From an optimization exercise on the open Yosys and OpenROAD flow, aimed at small area and a short achievable clock period; shortcuts taken in it are not production practice. In this exercise RTL edits were held to simulation tests only and were not proved equivalent to the original.

Setup of the previous run:
==> module lab9, before the edit <==
module lab9(input clk,
            input reset,
            input give_valid,
            input [13:0]Intake,
            output [13:0]UpPrime,
            output [13:0]LowPrime,
            output out_valid);
localparam INIT = 2'd0, STEP = 2'd1, TEST = 2'd2, DIV = 2'd3;
reg        busy;        
reg        done;
reg        dir;         
reg [1:0]  phase;
reg [13:0] up;
reg [13:0] dn;
reg [1:0]  m3;          
reg [2:0]  k;           
reg [4:0]  idx;         
reg [6:0]  r;           
reg        qf;          
assign out_valid = done;
assign UpPrime   = up;
assign LowPrime  = dn;
wire [223:0] ptab = {{10{7'd30}},
                     7'd30, 7'd38, 7'd44, 7'd48, 7'd54, 7'd56, 7'd60, 7'd66,
                     7'd68, 7'd74, 7'd80, 7'd84, 7'd86, 7'd90, 7'd96, 7'd98,
                     7'd104, 7'd108, 7'd110, 7'd114, 7'd116, 7'd120, 7'd122};
wire [6:0] pn = ptab[idx * 7 +: 7];    
wire [13:0] c = dir ? dn : up;
reg [1:0] pair;
always @(*) begin
    case (k)
        3'd0: pair = c[1:0];
        3'd1: pair = c[3:2];
        3'd2: pair = c[5:4];
        3'd3: pair = c[7:6];
        3'd4: pair = c[9:8];
        3'd5: pair = c[11:10];
        default: pair = c[13:12];
    endcase
end
function [8:0] subp(input [7:0] a, input [6:0] bn);  
    integer i;
    reg cy;
    reg [7:0] b;
    reg [7:0] d;
    begin
        b  = {1'b1, bn};
        cy = 1'b1;
        for (i = 0; i < 8; i = i + 1) begin
            d[i] = a[i] ^ b[i] ^ cy;
            cy   = (a[i] & b[i]) | ((a[i] ^ b[i]) & cy);
        end
        subp = {cy, d};
    end
endfunction
wire [8:0] t   = {r, pair};
wire [8:0] s1  = subp(t[8:1], pn);
wire       ge2 = s1[8];
wire [7:0] t1  = ge2 ? {s1[6:0], t[0]} : t[7:0];
wire [8:0] s2  = subp(t1, pn);
wire       ge1 = s2[8];
wire [6:0] rn  = ge1 ? s2[6:0] : t1[6:0];
wire k0        = (k == 3'd0);
wire last_div  = (idx == 5'd22);
wire composite = (rn == 7'd0) & (qf | ge2);
wire reject = ~c[0] | ((m3 == 2'd0) & (|c[13:2]));
wire advance = (phase == STEP) | ((phase == TEST) & reject) |
               ((phase == DIV) & k0 & composite);
wire found   = (phase == DIV) & k0 & ~composite & last_div;
wire [1:0] m3_step = dir ? ((m3 == 2'd0) ? 2'd2 : m3 - 2'd1)
                         : ((m3 == 2'd2) ? 2'd0 : m3 + 2'd1);
wire [2:0] m3_sum  = {1'b0, m3} + {1'b0, pair};
wire [1:0] m3_pass = (m3_sum >= 3'd3) ? m3_sum[1:0] - 2'd3 : m3_sum[1:0];
wire adv_up = advance & ~dir;
wire adv_dn = advance & dir;
reg [13:0] up_inc, dn_dec;
integer j;
reg cu, cd;
always @(*) begin
    cu = adv_up;
    cd = adv_dn;
    for (j = 0; j < 14; j = j + 1) begin
        up_inc[j] = up[j] ^ cu;
        cu        = cu & up[j];
        dn_dec[j] = dn[j] ^ cd;
        cd        = cd & ~dn[j];
    end
end
always @(posedge clk or posedge reset) begin
    if (reset) begin
        busy <= 1'b0;
        done <= 1'b0;
    end else if (give_valid) begin
        busy <= 1'b1;
        done <= 1'b0;
    end else if (busy & found & dir) begin
        busy <= 1'b0;
        done <= 1'b1;
    end
end
always @(posedge clk) begin
    up <= give_valid ? Intake : up_inc;
    dn <= give_valid ? Intake : dn_dec;
end
always @(posedge clk) begin
    if (give_valid) begin
        dir   <= 1'b0;
        phase <= INIT;
        k     <= 3'd6;
        m3    <= 2'd0;
    end else begin
        case (phase)
            INIT: begin
                m3 <= m3_pass;
                k  <= k - 3'd1;
                if (k0) phase <= STEP;
            end
            STEP: begin
                m3    <= m3_step;
                phase <= TEST;
            end
            TEST: begin
                if (reject) begin
                    m3 <= m3_step;
                end else begin
                    phase <= DIV;
                    k     <= 3'd5;
                end
            end
            default: begin  
                if (!k0) begin
                    k <= k - 3'd1;
                end else if (composite) begin
                    m3    <= m3_step;
                    phase <= TEST;
                end else if (last_div) begin
                    dir   <= 1'b1;
                    phase <= INIT;
                    k     <= 3'd6;
                    m3    <= 2'd0;
                end else begin
                    k <= 3'd5;
                end
            end
        endcase
    end
end
always @(posedge clk) begin
    if (phase != DIV) begin
        idx <= 5'd0;
        qf  <= 1'b0;
        r   <= {5'd0, c[13:12]};
    end else if (!k0) begin
        r  <= rn;
        qf <= qf | ge1 | ge2;
    end else begin
        idx <= idx + 5'd1;
        qf  <= 1'b0;
        r   <= {5'd0, c[13:12]};
    end
end
endmodule
==> flow/config.mk <==
export PLATFORM = sky130hd
export DESIGN_NAME = lab9
export DESIGN_NICKNAME = lab9
export VERILOG_FILES = /design/flow/design.v
export SDC_FILE = /design/flow/constraint.sdc
export NUM_CORES = 4
export LEC_CHECK = 0
export ABC_AREA = 1
export CAP_MARGIN = 20
export CORE_MARGIN = 2
export CORE_UTILIZATION = 70
export PLACE_DENSITY = 0.8
export SLEW_MARGIN = 20
==> flow/constraint.sdc <==
create_clock -name core_clock -period 120.0 [get_ports {clk}]
set_input_delay 24.0000 -clock core_clock [delete_from_list [all_inputs] [get_ports {clk}]]
set_output_delay 24.0000 -clock core_clock [all_outputs]
set_load 0.01 [all_outputs]
standard.sh (not shown) runs the stock make flow with config.mk's settings and CLKGATE_MAP_FILE= SYNTH_SCRIPT=/design/flow/synth_recipe.tcl, a recipe that flattens the netlist after the stock synthesis.
==> flow/flow/run.sh <==
#!/bin/bash
# Layout flow: the standard ORFS flow (standard synthesis unchanged), with
#  - port buffers of a small plain buffer cell instead of the default delay cell,
#  - clock tree synthesis without dummy load cells, using small clock buffers.
# The ORFS output goes to flow.log; each ORFS step keeps its own log under orfs/logs.
set -uo pipefail
export BUFFER_PORTS_ARGS="-buffer_cell sky130_fd_sc_hd__buf_1"
export CTS_ARGS="-sink_clustering_enable -repair_clock_nets -dont_use_dummy_load -buf_list sky130_fd_sc_hd__clkbuf_8"
bash standard.sh > flow.log 2>&1
Edits applied to the flow inputs when going from the previous run to the current run:
--- a/flow/design.v
+++ b/flow/design.v
@@ -5,7 +5,7 @@
             output [13:0]UpPrime,
             output [13:0]LowPrime,
             output out_valid);
-localparam INIT = 2'd0, STEP = 2'd1, TEST = 2'd2, DIV = 2'd3;
+localparam INIT = 2'd0, TEST = 2'd1, DIV = 2'd3;
 reg        busy;        
 reg        done;
 reg        dir;         
@@ -61,16 +61,34 @@
 wire       ge1 = s2[8];
 wire [6:0] rn  = ge1 ? s2[6:0] : t1[6:0];
 wire k0        = (k == 3'd0);
+reg [2:0] k_dec;      
+always @(*) begin
+    case (k)
+        3'd7: k_dec = 3'd6;
+        3'd6: k_dec = 3'd5;
+        3'd5: k_dec = 3'd4;
+        3'd4: k_dec = 3'd3;
+        3'd3: k_dec = 3'd2;
+        3'd2: k_dec = 3'd1;
+        3'd1: k_dec = 3'd0;
+        default: k_dec = 3'd7;
+    endcase
+end
 wire last_div  = (idx == 5'd22);
 wire composite = (rn == 7'd0) & (qf | ge2);
-wire reject = ~c[0] | ((m3 == 2'd0) & (|c[13:2]));
-wire advance = (phase == STEP) | ((phase == TEST) & reject) |
-               ((phase == DIV) & k0 & composite);
-wire found   = (phase == DIV) & k0 & ~composite & last_div;
-wire [1:0] m3_step = dir ? ((m3 == 2'd0) ? 2'd2 : m3 - 2'd1)
-                         : ((m3 == 2'd2) ? 2'd0 : m3 + 2'd1);
-wire [2:0] m3_sum  = {1'b0, m3} + {1'b0, pair};
-wire [1:0] m3_pass = (m3_sum >= 3'd3) ? m3_sum[1:0] - 2'd3 : m3_sum[1:0];
+wire reject = (|c[13:2]) & (~c[0] | (m3 == 2'd0));
+wire in_init = ~phase[1] & ~phase[0];
+wire in_test = ~phase[1] & phase[0];
+wire in_div  = phase[1];
+wire advance = (in_init & k0) | (in_test & reject) | (in_div & k0 & composite);
+wire found   = in_div & k0 & ~composite & last_div;
+wire [1:0] m3_inc  = {m3[0], ~m3[1] & ~m3[0]};
+wire [1:0] m3_dec  = {~m3[1] & ~m3[0], m3[1]};
+wire [1:0] m3_step = dir ? m3_dec : m3_inc;
+wire [1:0] m3_pass = (pair == 2'd1) ? m3_inc : (pair == 2'd2) ? m3_dec : m3;
+wire [1:0] m3_pass_inc = {m3_pass[0], ~m3_pass[1] & ~m3_pass[0]};
+wire [1:0] m3_pass_dec = {~m3_pass[1] & ~m3_pass[0], m3_pass[1]};
+wire [1:0] m3_last = dir ? m3_pass_dec : m3_pass_inc;
 wire adv_up = advance & ~dir;
 wire adv_dn = advance & dir;
 reg [13:0] up_inc, dn_dec;
@@ -109,17 +127,17 @@
         k     <= 3'd6;
         m3    <= 2'd0;
     end else begin
-        case (phase)
-            INIT: begin
-                m3 <= m3_pass;
-                k  <= k - 3'd1;
-                if (k0) phase <= STEP;
+        case (1'b1)
+            in_init: begin
+                k <= k_dec;
+                if (k0) begin
+                    m3    <= m3_last;
+                    phase <= TEST;
+                end else begin
+                    m3 <= m3_pass;
+                end
             end
-            STEP: begin
-                m3    <= m3_step;
-                phase <= TEST;
-            end
-            TEST: begin
+            in_test: begin
                 if (reject) begin
                     m3 <= m3_step;
                 end else begin
@@ -129,7 +147,7 @@
             end
             default: begin  
                 if (!k0) begin
-                    k <= k - 3'd1;
+                    k <= k_dec;
                 end else if (composite) begin
                     m3    <= m3_step;
                     phase <= TEST;
@@ -146,7 +164,7 @@
     end
 end
 always @(posedge clk) begin
-    if (phase != DIV) begin
+    if (!in_div) begin
         idx <= 5'd0;
         qf  <= 1'b0;
         r   <= {5'd0, c[13:12]};
### Flow results
Delta (the current run minus the previous run): count of flip-flops with a built-in enable after synthesis level; maximum fanout along the worst path moved down.
From the previous run to the current run the numbers moved as follows: flip-flop and latch count essentially unchanged, maximum frequency essentially unchanged, core utilization decreased 0.53 points, setup slack of the critical path after layout increased 0.020 ns.
Summary of the current run over the previous run: synthesized area per cell has decreased, sequential share of layout area now larger.

## re-timing with driven ports
The results above use ideal ports. As a check the final layouts listed here were re-extracted and re-timed, cells and wires unchanged.
Step 1, drivers: a clkbuf_16 drives clk and a buf_2 each remaining input, both assumed.
Step 2 also shifts input and output timing later by t, the mid clock arrival at the registers, as if the neighbouring blocks saw the same clock.
a / b / c = ideal ports / drivers / drivers and shift; a / b = the first two.
run	shift t [ns]	setup WS [ns]	latest minus earliest clock arrival (ns)
the previous run	0.329	95.103 / 95.073 / 94.824	0.035 / 0.034
the current run	0.329	95.123 / 95.094 / 95.089	0.012 / 0.012
After both steps setup and hold are still met in every run listed. The setup slack of the previous run, which loses most, moves by -0.030 ns with the drivers and by -0.279 ns with both steps.
